Source: an optimization exercise on an open RTL-to-GDS flow (aim: small area, a short achievable clock period and few clock cycles). Production flows keep margins and buffers that such runs may drop. In this exercise RTL edits were held to simulation tests only and were not proved equivalent to the original. No activity file was given, so power comes from the tool's default toggle rates.

==> flow/design.v <==
module CmpAdd(A, B, Dout);
    input [31:0] A, B;
    output [31:0] Dout;
    wire signed [15:0] Ar, Ai, Br, Bi, Dr, Di;
    assign {Ar, Ai} = A;
    assign {Br, Bi} = B;
    assign Dr = Ar + Br;
    assign Di = Ai + Bi;
    assign Dout = {Dr, Di};
endmodule
module CmpSub(A, B, Dout);
    input [31:0] A, B;
    output [31:0] Dout;
    wire signed [15:0] Ar, Ai, Br, Bi, Dr, Di;
    assign {Ar, Ai} = A;
    assign {Br, Bi} = B;
    assign Dr = Ar - Br;
    assign Di = Ai - Bi;
    assign Dout = {Dr, Di};
endmodule
module CmpMul_SR10(A, B, Dout);
    input [31:0] A, B;
    output [31:0] Dout;
    wire signed [15:0] Ar, Ai, Br, Bi;
    wire signed [31:0] Tr, Ti, Tr1, Ti1, Tr2, Ti2;
    assign {Ar, Ai} = A;
    assign {Br, Bi} = B;
    assign Tr1 = Ar * Br;
    assign Ti1 = Ai * Bi;
    assign Tr2 = Ar * Bi;
    assign Ti2 = Ai * Br;
    assign Tr = Tr1 - Ti1;
    assign Ti = Tr2 + Ti2;
    assign Dout = {Tr[25:10], Ti[25:10]};
endmodule
module SandeTukey(A, B, W, Aout, Bout);
    input [31:0] A, B, W;
    output [31:0] Aout, Bout;
    wire [31:0] X;
    CmpAdd U0(A, B, Aout);
    CmpSub U1(A, B, X);
    CmpMul_SR10 U2(X, W, Bout);
endmodule
module Stag1(reset, clk, en, Bus_in, W_in, Bus_out);
    input reset, clk, en;
    input [16*32-1:0] Bus_in;
    input [8*32-1:0] W_in;
    output [16*32-1:0] Bus_out;
    wire [31:0] Din[0:15], nDout[0:15], W[0:7];
    reg [31:0] Dout[0:15];
    integer i;
    always @(posedge clk) begin
        if(reset) begin
            for(i = 0; i <= 15; i = i + 1) begin
                Dout[i] <= 32'd0;
            end
        end
        else begin
            if(en) begin
                for(i = 0; i <= 15; i = i + 1) begin
                    Dout[i] <= nDout[i];
                end
            end
        end
    end
    assign Bus_out = {Dout[15], Dout[14], Dout[13], Dout[12],
                      Dout[11], Dout[10], Dout[9],  Dout[8],
                      Dout[7],  Dout[6],  Dout[5],  Dout[4],
                      Dout[3],  Dout[2],  Dout[1],  Dout[0]};
    assign {Din[15], Din[14], Din[13], Din[12],
            Din[11], Din[10], Din[9],  Din[8],
            Din[7],  Din[6],  Din[5],  Din[4],
            Din[3],  Din[2],  Din[1],  Din[0]} = Bus_in;
    assign {W[7], W[6], W[5], W[4],
            W[3], W[2], W[1], W[0]} = W_in;
    genvar gi;
    generate
        for(gi = 0; gi <= 7; gi = gi + 1) begin : TK_Loop1
            SandeTukey UTK(
                Din[gi],
                Din[gi + 8],
                W[gi],
                nDout[gi],
                nDout[gi + 8]
            );
        end
    endgenerate
endmodule
module Stag2(reset, clk, en, Bus_in, W_in, Bus_out);
    input reset, clk, en;
    input [16*32-1:0] Bus_in;
    input [8*32-1:0] W_in;
    output [16*32-1:0] Bus_out;
    wire [31:0] Din[0:15], nDout[0:15], W[0:7];
    reg [31:0] Dout[0:15];
    integer i;
    always @(posedge clk) begin
        if(reset) begin
            for(i = 0; i <= 15; i = i + 1) begin
                Dout[i] <= 32'd0;
            end
        end
        else begin
            if(en) begin
                for(i = 0; i <= 15; i = i + 1) begin
                    Dout[i] <= nDout[i];
                end
            end
        end
    end
    assign Bus_out = {Dout[15], Dout[14], Dout[13], Dout[12],
                      Dout[11], Dout[10], Dout[9],  Dout[8],
                      Dout[7],  Dout[6],  Dout[5],  Dout[4],
                      Dout[3],  Dout[2],  Dout[1],  Dout[0]};
    assign {Din[15], Din[14], Din[13], Din[12],
            Din[11], Din[10], Din[9],  Din[8],
            Din[7],  Din[6],  Din[5],  Din[4],
            Din[3],  Din[2],  Din[1],  Din[0]} = Bus_in;
    assign {W[7], W[6], W[5], W[4],
            W[3], W[2], W[1], W[0]} = W_in;
    genvar gii;
    generate
        for(gii = 0; gii <= 3; gii = gii + 1) begin : TK_Loop2
            SandeTukey UTK_A(
                Din[gii],
                Din[gii + 4],
                W[gii],
                nDout[gii],
                nDout[gii + 4]
            );
            SandeTukey UTK_B(
                Din[gii + 8],
                Din[gii + 12],
                W[gii + 4],
                nDout[gii + 8],
                nDout[gii + 12]
            );
        end
    endgenerate
endmodule
module Stag3(reset, clk, en, Bus_in, W_in, Bus_out);
    input reset, clk, en;
    input [16*32-1:0] Bus_in;
    input [8*32-1:0] W_in;
    output [16*32-1:0] Bus_out;
    wire [31:0] Din[0:15], nDout[0:15], W[0:7];
    reg [31:0] Dout[0:15];
    integer i;
    always @(posedge clk) begin
        if(reset) begin
            for(i = 0; i <= 15; i = i + 1) begin
                Dout[i] <= 32'd0;
            end
        end
        else begin
            if(en) begin
                for(i = 0; i <= 15; i = i + 1) begin
                    Dout[i] <= nDout[i];
                end
            end
        end
    end
    assign Bus_out = {Dout[15], Dout[14], Dout[13], Dout[12],
                      Dout[11], Dout[10], Dout[9],  Dout[8],
                      Dout[7],  Dout[6],  Dout[5],  Dout[4],
                      Dout[3],  Dout[2],  Dout[1],  Dout[0]};
    assign {Din[15], Din[14], Din[13], Din[12],
            Din[11], Din[10], Din[9],  Din[8],
            Din[7],  Din[6],  Din[5],  Din[4],
            Din[3],  Din[2],  Din[1],  Din[0]} = Bus_in;
    assign {W[7], W[6], W[5], W[4],
            W[3], W[2], W[1], W[0]} = W_in;
    genvar giii;
    generate
        for(giii = 0; giii <= 1; giii = giii + 1) begin : TK_Loop3
			  SandeTukey U0(Din[giii],Din[giii+2],W[giii],nDout[giii],nDout[giii+2]);
			  SandeTukey U1(Din[giii+4],Din[giii+6],W[giii+2],nDout[giii+4],nDout[giii+6]);
			  SandeTukey U2(Din[giii+8],Din[giii+10],W[giii+4],nDout[giii+8],nDout[giii+10]);
			  SandeTukey U3(Din[giii+12],Din[giii+14],W[giii+6],nDout[giii+12],nDout[giii+14]);
        end
    endgenerate
endmodule
module Stag4(reset, clk, en, Bus_in, W_in, Bus_out);
    input reset, clk, en;
    input [16*32-1:0] Bus_in;
    input [8*32-1:0] W_in;
    output [16*32-1:0] Bus_out;
    wire [31:0] Din[0:15], nDout[0:15], W[0:7];
    reg [31:0] Dout[0:15];
    integer i;
    always @(posedge clk) begin
        if(reset) begin
            for(i = 0; i <= 15; i = i + 1) begin
                Dout[i] <= 32'd0;
            end
        end
        else begin
            if(en) begin
                for(i = 0; i <= 15; i = i + 1) begin
                    Dout[i]<= nDout[i];
                end
            end
        end
    end
    assign Bus_out = {Dout[15], Dout[14], Dout[13], Dout[12],
                      Dout[11], Dout[10], Dout[9],  Dout[8],
                      Dout[7],  Dout[6],  Dout[5],  Dout[4],
                      Dout[3],  Dout[2],  Dout[1],  Dout[0]};
    assign {Din[15], Din[14], Din[13], Din[12],
            Din[11], Din[10], Din[9],  Din[8],
            Din[7],  Din[6],  Din[5],  Din[4],
            Din[3],  Din[2],  Din[1],  Din[0]} = Bus_in;
    assign {W[7], W[6], W[5], W[4],
            W[3], W[2], W[1], W[0]} = W_in;
    SandeTukey UTK0(Din[0],  Din[1],  W[0], nDout[0],  nDout[8]);    
    SandeTukey UTK1(Din[2],  Din[3],  W[1], nDout[4],  nDout[12]);   
    SandeTukey UTK2(Din[4],  Din[5],  W[2], nDout[2],  nDout[10]);   
    SandeTukey UTK3(Din[6],  Din[7],  W[3], nDout[6],  nDout[14]);   
    SandeTukey UTK4(Din[8],  Din[9],  W[4], nDout[1],  nDout[9]);    
    SandeTukey UTK5(Din[10], Din[11], W[5], nDout[5],  nDout[13]);   
    SandeTukey UTK6(Din[12], Din[13], W[6], nDout[3],  nDout[11]);   
    SandeTukey UTK7(Din[14], Din[15], W[7], nDout[7],  nDout[15]);   
endmodule
module FFT16(reset, clk, en, Bus_in, Bus_out);
    input reset, clk, en;
    input [16*32-1:0] Bus_in;
    output [16*32-1:0] Bus_out;
    wire [8*32-1:0] W1, W2, W3, W4;
    wire [16*32-1:0] BS1_out, BS2_out, BS3_out, BS4_out;
    assign W1 = {
        32'hFC4EFE78,   
        32'hFD2CFD2C,   
        32'hFE78FC4E,   
        32'h0000FC00,   
        32'h0188FC4E,   
        32'h02D4FD2C,   
        32'h03B2FE78,   
        32'h04000000    
    };
    assign W2 = {
        32'hFD2CFD2C,   
        32'h0000FC00,   
        32'h02D4FD2C,   
        32'h04000000,   
        32'hFD2CFD2C,   
        32'h0000FC00,   
        32'h02D4FD2C,   
        32'h04000000    
    };
    assign W3 = {
		 32'h0000FC00,   
		 32'h04000000,   
		 32'h0000FC00,   
		 32'h04000000,   
		 32'h0000FC00,   
		 32'h04000000,   
		 32'h0000FC00,   
		 32'h04000000    
	};
    assign W4 = {
        32'h04000000, 32'h04000000,
        32'h04000000, 32'h04000000,
        32'h04000000, 32'h04000000,
        32'h04000000, 32'h04000000
    };
    Stag1 SU0(reset, clk, en, Bus_in,   W1, BS1_out);
    Stag2 SU1(reset, clk, en, BS1_out,  W2, BS2_out);
    Stag3 SU2(reset, clk, en, BS2_out,  W3, BS3_out);
    Stag4 SU3(reset, clk, en, BS3_out,  W4, BS4_out);
    assign Bus_out = BS4_out;
endmodule
module FFT16_RTL (
    input clk,
    input reset,
    input             load_en,         
    input [31:0]      serial_data_in,  
    output reg [31:0] serial_data_out,  
    output reg        data_out_valid,   
    output reg        fft_done,         
    output reg        fft_core_en         
);
    wire [16*32-1:0] internal_bus_in;   
    wire [16*32-1:0] internal_bus_out;  
    reg [31:0] buffer_ram [0:15];       
    reg [3:0] load_counter;             
    integer   i;                        
    reg       trigger_fft_next_cycle;   
    reg       fft_start;              
    reg start_pipe_s0, start_pipe_s1, start_pipe_s2, start_pipe_s3;
    reg [16*32-1:0] internal_result_reg; 
    reg [3:0]       unload_counter;      
    reg             unloading_active;    
    FFT16 uut_fft_core (
        .reset(reset),
        .clk(clk),
        .en(fft_core_en),  
        .Bus_in(internal_bus_in),
        .Bus_out(internal_bus_out)
    );
    genvar gi;
    generate
        for (gi = 0; gi < 16; gi = gi + 1) begin : RAM_PACK_LOOP
            assign internal_bus_in[gi*32 +: 32] = buffer_ram[gi];
        end
    endgenerate
    always @(posedge clk) begin
        if (reset) begin
            load_counter           <= 4'd0;
            fft_start              <= 1'b0;
            fft_done               <= 1'b0;
            data_out_valid         <= 1'b0;
            serial_data_out        <= 32'd0;
            unloading_active       <= 1'b0;
            unload_counter         <= 4'd0;
            trigger_fft_next_cycle <= 1'b0;
            start_pipe_s0          <= 1'b0;
            start_pipe_s1          <= 1'b0;
            start_pipe_s2          <= 1'b0;
            start_pipe_s3          <= 1'b0;
            fft_core_en            <= 1'b0;  
        end
        else begin
            fft_start              <= trigger_fft_next_cycle;
            trigger_fft_next_cycle <= 1'b0;  
            fft_done               <= 1'b0;
            data_out_valid         <= 1'b0;
            if (trigger_fft_next_cycle) begin
                fft_core_en <= 1'b1;
            end
            if (unloading_active) begin
                data_out_valid  <= 1'b1; 
                serial_data_out <= internal_result_reg[unload_counter*32 +: 32];
                if (unload_counter == 4'd15) begin
                    unloading_active <= 1'b0;  
                    fft_done         <= 1'b1;  
                    fft_core_en      <= 1'b0;  
                end
                else begin
                    unload_counter <= unload_counter + 1;
                end
            end
            else if (load_en && !fft_core_en) begin
                buffer_ram[load_counter] <= serial_data_in;
                if (load_counter == 4'd15) begin
                    load_counter <= 4'd0;     
                    trigger_fft_next_cycle <= 1'b1;  
                end
                else begin
                    load_counter <= load_counter + 1;
                end
            end
            start_pipe_s0 <= fft_start;  
            start_pipe_s1 <= start_pipe_s0;
            start_pipe_s2 <= start_pipe_s1;
            start_pipe_s3 <= start_pipe_s2;
            if (start_pipe_s3) begin
                internal_result_reg <= internal_bus_out;
                unloading_active    <= 1'b1;
                unload_counter      <= 4'd0;
            end
        end
    end
endmodule
==> flow/run.sh <==
#!/bin/bash
# synth_recipe.tcl (not shown) runs the flow's synth.tcl, then flattens the netlist and writes it again
# the make line also repeats each setting of config.mk as NAME=value (left out here)
make -C /OpenROAD-flow-scripts/flow DESIGN_CONFIG=/design/flow/config.mk WORK_HOME=/design/flow/orfs CLKGATE_MAP_FILE= SYNTH_SCRIPT=/design/flow/synth_recipe.tcl finish
==> flow/config.mk <==
export PLATFORM = sky130hd
export DESIGN_NAME = FFT16_RTL
export DESIGN_NICKNAME = FFT16_RTL
export VERILOG_FILES = /design/flow/design.v
export SDC_FILE = /design/flow/constraint.sdc
export NUM_CORES = 8
export LEC_CHECK = 0
export CAP_MARGIN = 20
export CORE_MARGIN = 2
export CORE_UTILIZATION = 40
export SLEW_MARGIN = 30
==> flow/constraint.sdc <==
create_clock -name core_clock -period 10.0 [get_ports {clk}]
set_input_delay 2.0000 -clock core_clock [delete_from_list [all_inputs] [get_ports {clk}]]
set_output_delay 2.0000 -clock core_clock [all_outputs]
set_load 0.01 [all_outputs]
==> impl_metrics.tcl <==
set metrics [dict create \
    htreeDepth 5 \
    syn-cell-area_um2 291400 \
    start_util_pct 40.13 \
    place_ws_ns 0.4304 \
    fill_cells 70800 \
    setup_ws_ns 0.5935 \
    ir_drop_mv 0.5971 \
    cts-root-buf "clkbuf_16" \
    synth_flop_cell "dfxtp_1" \
    holdWs_ns 0.3796 \
    drive_above_1_share_pct 5.124 \
    yosysWarnings 13 \
    cts.clk_slew.worst_paths_ns 0.07 \
    crit_fanout 5 \
    ys_seq_area_share_pct 24.50 \
    dpl.hpwl_um 820700 \
    status "finished clean" \
    fmax_ghz 0.1063 \
    synth_fp_nets 38860 \
    cp-end-kind "register" \
    drt_first_pass_iters 8 \
    cp.arrival_ns 10.30 \
    post_drt_wl_per_cell_um 23.58 \
    routed_wl_um 998600 \
    grt_pass1_vias 218600 \
    grt.total_usage_pct 26.26 \
    cts-hold-fix-buffers 0 \
    ant_nets 0 \
    fin_crit_ns 9.406 \
    worst_slew_pin_slew_ns 1.121 \
    coreArea_um2 726100 \
    synthArstFlopShare_pct 0 \
    maxSlewViolCount 0 \
    globalRouteOverflowTotal 0 \
    die-area_um2 735300 \
    cts_made_buffers 353 \
    layout_common_cells "inv_1, ha_1, nor2_1" \
    p_per_area_nw_per_um2 121.6 \
    grt_max_degree 205 \
    crit_buf_inv 5 \
    largest_register "buffer_ram" \
    slew_headroom_pct 24.76 \
    dpl-instance-area_um2 305600 \
    stdcell_area_um2 318300 \
    tritoncts "yes" \
    post-route-util_pct 43.84 \
    setup_tns_ns 0 \
    fin_nets 38810 \
    final_hold_viol_count 0 \
    setup_viol 0 \
    cpMaxStageDelayCell "a2111oi_0" \
    clock_latency_ns 1.06 \
    rsz0062_at_grt "false" \
    cts_sinks 3062 \
    syn_to_final_growth_pct 9.243 \
    antenna_found_initial 105 \
    num_rows 313 \
    cellLeakagePower_nw 140.7 \
    seq_area_um2 71400 \
    max-cap-violations 0 \
    clockBufferDepth 4 \
    hp-class "reg2reg" \
    multi_input_area_um2 198100 \
    syn_area_per_cell_um2 8.983 \
    largest_reg_flops 512 \
    final.period_utilization_pct 94.06 \
    synthDistinctLibCells 97 \
    synth_edf_count 1008 \
    num_vias 229000 \
    finClkSkew_ns 0.08702 \
    synth_area_leaders "ha_1, dfxtp_1, edfxtp_1" \
    reg_top3 "buffer_ram x512, uut_fft_core.SU0.Dout x508, uut_fft_core.SU1.Dout x504" \
    drc 0 \
    worstSetupPathType "reg2reg" \
    path_delay_family "adder cells" \
    dr.first_iter.drc_count 18410 \
    cp.required_ns 10.90 \
    critPathLaunchType "register" \
    die_x_um 857.5 \
    final_common_cell "inv_1" \
    vias_per_cell 5.409 \
    slowest_delay_ns 0.69 \
    gp_congestion 0.9710 \
    grt_pass1_wl_um 1452000 \
    synth_top_area_cell "ha_1" \
    syn_inst 32430 \
    ioPinCount 70 \
    dieHeight_um 857.5 \
    port_buffers 69 \
    synth_top_area_share_pct 21.17 \
    synth_seq_cells 3062 \
]
## Yosys cell counts, types with 358 or more instances
| cell | number |
|---|---|
| a211oi_1 | 852 |
| a21o_1 | 376 |
| a21oi_1 | 2113 |
| clkbuf_1 | 841 |
| dfxtp_1 | 2054 |
| edfxtp_1 | 1008 |
| fa_1 | 1462 |
| ha_1 | 4929 |
| inv_1 | 5171 |
| mux2i_1 | 538 |
| nand2_1 | 1040 |
| nand2b_1 | 429 |
| nand3_1 | 358 |
| nor2_1 | 3053 |
| nor3_1 | 549 |
| o21ai_0 | 1524 |
| or3_1 | 444 |
| xnor2_1 | 1723 |
| xor2_1 | 533 |
## metrics by stage
step           cells  power (mW)
5_1_grt        42300       40.15
4_1_cts        42290       38.87
3_5_place_dp   41630       24.73
2_1_floorplan  32430       19.25
3_3_place_gp   41620       24.55
6_report       42350       38.70
## power by group
part           switching, mW  leakage (nW)  total (mW)  internal (mW)
combinational           7.77           109        11.7           3.92
clock                   5.96          6.06        14.2           8.24
sequential           0.00706          25.8        12.8           12.8
## per-layer routing
metal	part of all wire (%)	vias to the layer above	track usage, %
met5	0.029	-	0
met4	4.9	42	10.70
met3	5.8	1195	3.327
met2	44	5853	41.88
met1	45	111700	36.05
li1	-	110300	-
## timing repair
item / CTS / global route
setup buffers: 0 / 0
resized for setup: 0 / 4
setup endpoints to repair: 0 / 1
endpoints found under the hold margin: 0 / 0
## layout make-up
cell class                      instances  area share, %
Multi-Input combinational cell      23230          62.23
Clock buffer                          464          3.074
Sequential cell                      3062          22.43
Clock inverter                        198         0.8483
Tap cell                             9607          3.776
Timing Repair Buffer                  547          1.487
Antenna cell                           52        0.04088
Inverter                             5182          6.114
## worst paths after layout
kind | start | endpoint | slack, ns | cells after the start
worst max-delay path | buffer_ram[3][16]$_DFFE_PP_ | uut_fft_core.SU0.Dout[11][14]$_SDFFE_PP0P_ | 0.59 | 35
worst max register to register | buffer_ram[3][16]$_DFFE_PP_ | uut_fft_core.SU0.Dout[11][14]$_SDFFE_PP0P_ | 0.59 | 35
worst min-delay path | uut_fft_core.SU3.Dout[10][31]$_SDFFE_PP0P_ | internal_result_reg[351]$_DFFE_PP_ | 0.38 | 0
worst min register to register | uut_fft_core.SU3.Dout[10][31]$_SDFFE_PP0P_ | internal_result_reg[351]$_DFFE_PP_ | 0.38 | 0
## kinds of logic after synthesis
logic type / count (synthesis) / synth area share [%]
AND/OR/NAND/NOR: 6943 / 11.18
flip-flops: 3062 / 24.50
AO/OA/AOI/OAI: 6888 / 15.07
buffers and inverters: 6138 / 7.913
XOR/XNOR: 2273 / 6.908
adder cells (fa/ha/maj): 6391 / 31.21
multiplexers: 739 / 3.220
Testbench counts, summed over its fixed seeds: cycles 19,464.

-- afterwards: timing with drivers on the ports --
The flow's constraints put no driver on any port. The routed layout listed below was extracted and timed again, unchanged, in two steps. Step 1 assumes that a clkbuf_16 drives the clock port and a buf_2 every other input. Step 2 moves the port delays by t, midway between the first and last clock arrival at a register: inputs arrive t later, outputs are due t later. That takes back most of the time a late clock gives input paths. Slacks: ideal ports / drivers / drivers and shift; pairs: ideal ports / drivers.
shift t [ns]: 1.185
slack for setup (ns): 0.594 / 0.594 / 0.594
worst register clock-pin slew, ns: 0.08 / 0.08
worst data-port slew with drivers (ns): 0.40
After both steps setup and hold are still met in this run. The setup slack of this run moves by 0.000 ns with the drivers and by 0.000 ns with both steps.
